This design comes from an exercise in tuning for small area and a short achievable clock period on the open sky130 flow, not from production work.
The RTL was checked by simulation tests, not by an equivalence proof against the original design.

==> flow/design.v (outline; a module is shown in full before it is edited, if it fits) <==
// module resampler_q15: 8824 lines
// module fa_cell: 4 lines
module resampler_q15 #(
    parameter TAP_COUNT = 9,
    parameter DATA_WIDTH = 16
)(
    input  logic                  clk,
    input  logic                  rst_n,
    input  logic signed [31:0]    ppm_in,
    input  logic [TAP_COUNT*DATA_WIDTH-1:0] coeffs,
    input  logic [DATA_WIDTH-1:0] data_in,
    input  logic                  data_in_valid,
    output logic                  data_in_ready,
    output logic [DATA_WIDTH-1:0] data_out,
    output logic                  data_out_valid
);
  // ...
==> flow/flow/run.sh <==
#!/bin/bash
# The standard layout (the standard.sh, ORFS synthesis to final), with:
# - the resizer's setup repair aimed below the clock period, so that it buffers
#   and sizes the design's long paths;
# - the synthesis buffers removed at floorplan, so that the resizer buffers
#   those nets itself;
# - the port buffers made as sky130_fd_sc_hd__buf_1 (the resizer sizes them up
#   where a path needs it).
# The SDC and every other setting are the standard flow's.
set -euo pipefail
bash standard.sh SETUP_SLACK_MARGIN=12.5 REMOVE_ABC_BUFFERS=1 \
  "BUFFER_PORTS_ARGS=-buffer_cell sky130_fd_sc_hd__buf_1" finish > standard_make.log 2>&1
==> flow/standard.sh <==
#!/bin/bash
# synth_recipe.tcl (not shown) runs the flow's synth.tcl, then flattens the netlist and writes it again
# the make line also repeats each setting of config.mk as NAME=value (left out here)
make -C /OpenROAD-flow-scripts/flow DESIGN_CONFIG=/design/flow/config.mk WORK_HOME=/design/flow/orfs CLKGATE_MAP_FILE= SYNTH_SCRIPT=/design/flow/synth_recipe.tcl "${@:-finish}"
==> flow/config.mk <==
export PLATFORM = sky130hd
export DESIGN_NAME = resampler_q15
export DESIGN_NICKNAME = resampler_q15
export VERILOG_FILES = /design/flow/design.v
export SDC_FILE = /design/flow/constraint.sdc
export NUM_CORES = 4
export LEC_CHECK = 0
export ABC_AREA = 1
export CAP_MARGIN = 20
export CORE_MARGIN = 2
export CORE_UTILIZATION = 65
export CTS_CLUSTER_DIAMETER = 100
export CTS_CLUSTER_SIZE = 24
export SLEW_MARGIN = 20
export SYNTH_HIERARCHICAL = 1
export SYNTH_MINIMUM_KEEP_SIZE = 0
==> flow/constraint.sdc <==
create_clock -name core_clock -period 19.0 [get_ports {clk}]
set_input_delay 3.8000 -clock core_clock [delete_from_list [all_inputs] [get_ports {clk}]]
set_output_delay 3.8000 -clock core_clock [all_outputs]
set_load 0.01 [all_outputs]
==> impl_metrics.env, run 1 <==
export IMPL_run_status="finished clean"
export IMPL_synth_cells=7099
export IMPL_regToRegSetupSlack_ns=12.45
export IMPL_critPathCaptureType="flip-flop"
export IMPL_setup_fix_bufs_post_cts=69
export IMPL_dr_wl_met3_mm=23.7
export IMPL_yosys_register_bits=345
export IMPL_layout_nets=8443
export IMPL_min_delay_path_depth=2
export IMPL_critical_path_top_delay_family="adder cells"
export IMPL_yosysSeqAreaShare=0.130
export IMPL_relSlewSlack=0.333
export IMPL_globalplace_congestion=0.902
export IMPL_start_kind="input pin"
export IMPL_worst_path_largest_cell_delay_ns=0.56
export IMPL_gr_usage_met3=0.0946
export IMPL_finalSetupViolCount=0
export IMPL_drt_met1_wl_mm=76.8
export IMPL_sh_seq_area=0.121
export IMPL_die_w_microns=311
export IMPL_critical_path_most_common_cell="sky130_fd_sc_hd__fa_2"
==> inputs of run 2 (changes only) <==
--- a/flow/design.v
+++ b/flow/design.v
@@ -9,17 +9,17 @@
     input  logic [DATA_WIDTH-1:0] data_in,
     input  logic                  data_in_valid,
     output logic                  data_in_ready,
     output logic [DATA_WIDTH-1:0] data_out,
     output logic                  data_out_valid
 );
     logic signed [31:0] ppm_accum;
     logic [31:0] acc_next;       
-    logic overflow, shift;
+    logic overflow, shift, clr;
     logic [TAP_COUNT*DATA_WIDTH-1:0] creg;
     logic [15:0] x;
     logic [15:0] w0, w1, w2, w3, w4, w5, w6;
     logic [15:0] q;
     logic [19:0] ya, yb;
     logic yc;
     assign data_in_ready = 1'b1;
     assign overflow = ppm_accum[31] ^ ppm_accum[30];
@@ -8789,37 +8789,44 @@
     assign o4329 = x4184 ^ g4297;
     assign o4330 = x4185 ^ g4257;
     assign o4331 = x4186 ^ g4299;
     assign o4332 = x4187 ^ g4271;
     assign o4333 = x4188 ^ g4301;
     assign q = {o459, o457, o455, o453, o451, o449, o447, o445, o443, o441, o439, o437, o435, o433, o431, o429};
     assign acc_next = {o4333, o4332, o4331, o4330, o4329, o4328, o4327, o4326, o4325, o4324, o4323, o4322, o4321, o4320, o4319, o4318, o4317, o4316, o4315, o4314, o4313, o4312, o4311, o4310, o4309, o4308, o4307, o4306, o4305, o4304, o4303, x4157};
     always_ff @(posedge clk or negedge rst_n)
-        if (!rst_n) begin
+        if (!rst_n) clr <= 1'b1;
+        else clr <= 1'b0;
+    always_ff @(posedge clk)
+        if (clr) begin
             x <= '0;
             w0 <= 16'haaa6;
             w1 <= 16'hfffc;
             w2 <= 16'h5552;
             w3 <= 16'haaa8;
             w4 <= 16'hfffe;
             w5 <= 16'h5554;
             w6 <= 16'haaaa;
-            ya <= '0;
-            yb <= '0;
-            yc <= 1'b0;
         end else if (shift) begin
             x <= data_in;
             w0 <= {o918, o916, o914, o912, o910, o908, o906, o904, o902, o900, o898, o896, o894, o892, o890, o888};
             w1 <= {o1377, o1375, o1373, o1371, o1369, o1367, o1365, o1363, o1361, o1359, o1357, o1355, o1353, o1351, o1349, o1347};
             w2 <= {o1836, o1834, o1832, o1830, o1828, o1826, o1824, o1822, o1820, o1818, o1816, o1814, o1812, o1810, o1808, o1806};
             w3 <= {o2295, o2293, o2291, o2289, o2287, o2285, o2283, o2281, o2279, o2277, o2275, o2273, o2271, o2269, o2267, o2265};
             w4 <= {o2754, o2752, o2750, o2748, o2746, o2744, o2742, o2740, o2738, o2736, o2734, o2732, o2730, o2728, o2726, o2724};
             w5 <= {o3213, o3211, o3209, o3207, o3205, o3203, o3201, o3199, o3197, o3195, o3193, o3191, o3189, o3187, o3185, o3183};
             w6 <= {o3656, o3654, o3652, o3650, o3648, o3646, o3644, o3642, o3640, o3638, o3636, o3634, o3632, o3630, o3628, o3626};
+        end
+    always_ff @(posedge clk or negedge rst_n)
+        if (!rst_n) begin
+            ya <= '0;
+            yb <= '0;
+            yc <= 1'b0;
+        end else if (shift) begin
             ya <= {c3930, c3929, c3928, c3927, c3926, c3925, c3924, c3923, c3922, c3921, c3920, c3919, c3918, c3917, c3916, c3915, c3914, c3913, c3912, c3911};
             yb <= {h3931, s3930, s3929, s3928, s3927, s3926, s3925, s3924, s3923, s3922, s3921, s3920, s3919, s3918, s3917, s3916, s3915, s3914, s3913, s3912};
             yc <= g3971;
         end
     assign data_out = {o4124, o4122, o4120, o4118, o4116, o4114, o4112, o4110, o4108, o4106, o4104, o4102, o4100, o4098, o4096, o4094};
     assign data_out_valid = overflow;
 endmodule
 module fa_cell (input logic a, b, c, output logic s, co);
==> impl_metrics.env, run 2 <==
export IMPL_setup_repair_after_global_routing_missed_its_margin="yes"
export IMPL_grt_pass1_wl_mm=310
export IMPL_max_clock_skew_ns=0.0359
export IMPL_tritoncts="done"
export IMPL_edff_count_synth=0
export IMPL_report_final_hold_viol_count=0
export IMPL_yosys_area_top_type_share=0.294
export IMPL_required_ns=15.20
export IMPL_yosysMostFrequentCell="sky130_fd_sc_hd__xor2_1"
export IMPL_worst_ep_arrival_time_ns=2.89
export IMPL_slew_at_the_pin_closest_to_its_max_slew_limit_ns=1.03
export IMPL_start_kind="flip-flop"
export IMPL_fmaxAchievable_ghz=0.149
export IMPL_finalMaxSlewViolations=0
export IMPL_regMostFlops="creg"
export IMPL_die_y_microns=310
export IMPL_max_cap_viol_count=0
export IMPL_postSynth_topFlopCell="sky130_fd_sc_hd__dfxtp_1"
export IMPL_mean_area_per_synthesized_cell_sq_um=8.57
export IMPL_run_status="finished clean"
export IMPL_vias_per_cell=6.65
export IMPL_final_hold_worst_slack_ns=0.489
export IMPL_asyncSetResetFlopFracSynth=0.214
export IMPL_io_pins=213
export IMPL_detail_route_iter0_violations=6261
export IMPL_synthToLayoutAreaGrowth_pct=8.42
export IMPL_ctsHoldBuffers=0
export IMPL_criticalPathCategory="reg2out"
export IMPL_grt_total_usage=0.414
export IMPL_max_ffs_per_register=144
export IMPL_hold_path_class="reg2reg"
export IMPL_htree_num_levels=1
export IMPL_drt_wl_total_mm=206
export IMPL_detailedRoute_firstPassIterationCount=8
export IMPL_cts_path_max_buffers=3
export IMPL_yosysSeqAreaShare=0.120
export IMPL_worstSkewPairLatency_ns=0.70
export IMPL_drtAntennaViolNets=0
export IMPL_route_detailed_drc=0
export IMPL_gr_total_overflow=0
export IMPL_grt_pass1_vias=54500
export IMPL_mostFrequentLayoutCell="sky130_fd_sc_hd__xor2_1"
export IMPL_synth_top_area_cell="sky130_fd_sc_hd__fa_1"
export IMPL_critPathMaxFanout=3
export IMPL_detailed_place_area_sq_um=61700
export IMPL_synth_lib_cells_used_distinct=49
export IMPL_layout_cell_area_excl_fill_sq_um=66100
export IMPL_yosys_register_bits=346
export IMPL_post_route_setup_tns_ns=0
export IMPL_netlist_top_cells_area="sky130_fd_sc_hd__fa_1 (29%), sky130_fd_sc_hd__xor2_1 (17%), sky130_fd_sc_hd__o22ai_1 (11%)"
export IMPL_globalplace_congestion=0.944
export IMPL_layout_nets=8451
export IMPL_buffer_ports_inserted=211
export IMPL_dpl_hpwl_mm=129
export IMPL_cts_inserted_buffers=29
export IMPL_die_w_microns=310
export IMPL_cts_root_buf="sky130_fd_sc_hd__clkbuf_16"
export IMPL_critPathCaptureType="output pin"
export IMPL_tritoncts_sinks=346
export IMPL_relSlewSlack=0.315
export IMPL_largest_net_degree_at_the_start_of_global_routing=106
export IMPL_antenna_found_initial=3
export IMPL_top_regs="creg: 144 flops, ppm_accum: 32 flops"
export IMPL_die_area_sq_um=96200
export IMPL_initial_util=0.654
export IMPL_design_core_area_sq_um=93200
export IMPL_finalSetupViolCount=0
export IMPL_mostFrequentLayoutCells="sky130_fd_sc_hd__xor2_1 (1149), sky130_fd_sc_hd__o22ai_1 (1053), sky130_fd_sc_hd__fa_1 (855)"
export IMPL_yosys_warnings=7
export IMPL_period_utilization_post_route=0.352
export IMPL_final_min_clock_period_ns=6.69
export IMPL_drive_gt1_frac=0.0838
export IMPL_routed_wire_length_per_instance_microns=24.8
export IMPL_synth_top_cells_by_count="sky130_fd_sc_hd__xor2_1 (1162), sky130_fd_sc_hd__o22ai_1 (1067), sky130_fd_sc_hd__fa_1 (894)"
export IMPL_clkTransAtPathRegs_ns=0.10
export IMPL_fp_row_count=112
export IMPL_synth_cells=7111
export IMPL_detailroute_via_count=55100
export IMPL_syn_area_sq_um=61000
[run 2: layer usage]
metal | GRT usage | share of wire | vias up
met2 | 0.641 | 0.45 | 3613
met3 | 0.106 | 0.12 | 672
met1 | 0.558 | 0.39 | 27000
li1 | - | - | 23800
met5 | 0 | 0.00025 | -
met4 | 0.161 | 0.043 | 6
[run 2: area by class of cell]
type,instances,area (sq um)
fillers,7491,27100
inverters,519,2050
multi-input cells,5668,50500
flip-flops and latches,346,7370
diodes,1,2.50
repair buffers,449,3430
clock buffers,30,729
well taps,1254,1570
clock inverters,24,408
repair inverters,2,12.5
[run 2: kinds of logic after synthesis]
| kind of cell | after synthesis | share of synthesized area |
|---|---|---|
| buffers and inverters | 1102 | 0.0720 |
| adder cells (fa/ha/maj) | 1241 | 0.365 |
| AND/OR/NAND/NOR | 1507 | 0.102 |
| AO/OA/AOI/OAI | 1732 | 0.172 |
| XOR/XNOR | 1181 | 0.170 |
| other | 2 | 0.000123 |
| flip-flops | 346 | 0.120 |
[run 2: timing repair]
action                     CTS  global route
setup endpoints to repair  159           102
gates cloned                 5            12
resized for setup          202           216
pin swaps                   40            92
setup buffers               89            54
[run 2: per-module statistics from Yosys, one instance, submodules excluded]
module | flops+latches | times used
fa_cell | 0 | 870
resampler_q15 | 346 | 1
[run 2: final timing paths]
path                       startpoint  slack (ns)  depth (start not counted)             to
min in group asynchronous       rst_n        2.99                          1  ppm_accum[16]
min reg2reg                    w3[13]        0.49                          2         w3[13]
max reg2reg                     x[12]       12.37                         26          yb[6]
max                            yb[11]       12.31                         13   data_out[14]
min                            w3[13]        0.49                          2         w3[13]
max in group asynchronous       rst_n       14.90                          2         ya[19]
[run 2: critical path, cell delays in order (launching register included)]
cell	delay, ns
sky130_fd_sc_hd__dfrtp_1	0.44
sky130_fd_sc_hd__ha_4	0.31
sky130_fd_sc_hd__nand2_4	0.06
sky130_fd_sc_hd__inv_2	0.07
sky130_fd_sc_hd__nand3_4	0.08
sky130_fd_sc_hd__nor3_4	0.20
sky130_fd_sc_hd__buf_6	0.13
sky130_fd_sc_hd__nand2_4	0.05
sky130_fd_sc_hd__nand3_4	0.13
sky130_fd_sc_hd__a21o_1	0.19
sky130_fd_sc_hd__nand3_1	0.10
sky130_fd_sc_hd__nand2_1	0.09
sky130_fd_sc_hd__xor2_1	0.19
sky130_fd_sc_hd__buf_2	0.17
[run 2: metrics by stage]
stage / worst slack [ns] / std cells / util
2_1_floorplan: 4.61 / 6528 / -
3_3_place_gp: 10.83 / 8078 / 0.662
3_5_place_dp: 10.70 / 8078 / 0.662
4_1_cts: 12.40 / 8226 / 0.694
5_1_grt: 12.16 / 8292 / 0.709
6_report: 12.31 / 8293 / 0.709

port drivers added, routing unchanged:
No port has a modelled driver above. Below, the same layouts with a new extraction and two added sets of constraints.
Step 1 (the two cells are an assumption about what drives the block):
set clk [get_ports {clk}]
set_driving_cell -lib_cell sky130_fd_sc_hd__clkbuf_16 $clk
set_driving_cell -lib_cell sky130_fd_sc_hd__buf_2 [delete_from_list [all_inputs] $clk]
Step 2 adds t to the input delays and takes it off the output delays; t is the mean of the earliest and latest rising clock arrival at the registers after step 1. Input paths then give back, and output paths get back, about the clock's delay inside the block.
Slacks: ideal / step 1 / step 2; pairs: ideal / step 1.
run | shift t [ns] | setup WS [ns] | hold WS [ns] | latest minus earliest clock arrival (ns)
run 1 | 0.760 | 12.436 / 12.449 / 11.721 | 0.473 / 0.473 / 0.473 | 0.037 / 0.036
run 2 | 0.766 | 12.305 / 12.226 / 11.695 | 0.489 / 0.489 / 0.489 | 0.038 / 0.038
After both steps setup and hold are still met in every run listed. For run 1, which loses most, drivers alone change the setup slack by +0.013 ns; drivers and shift together by -0.715 ns.
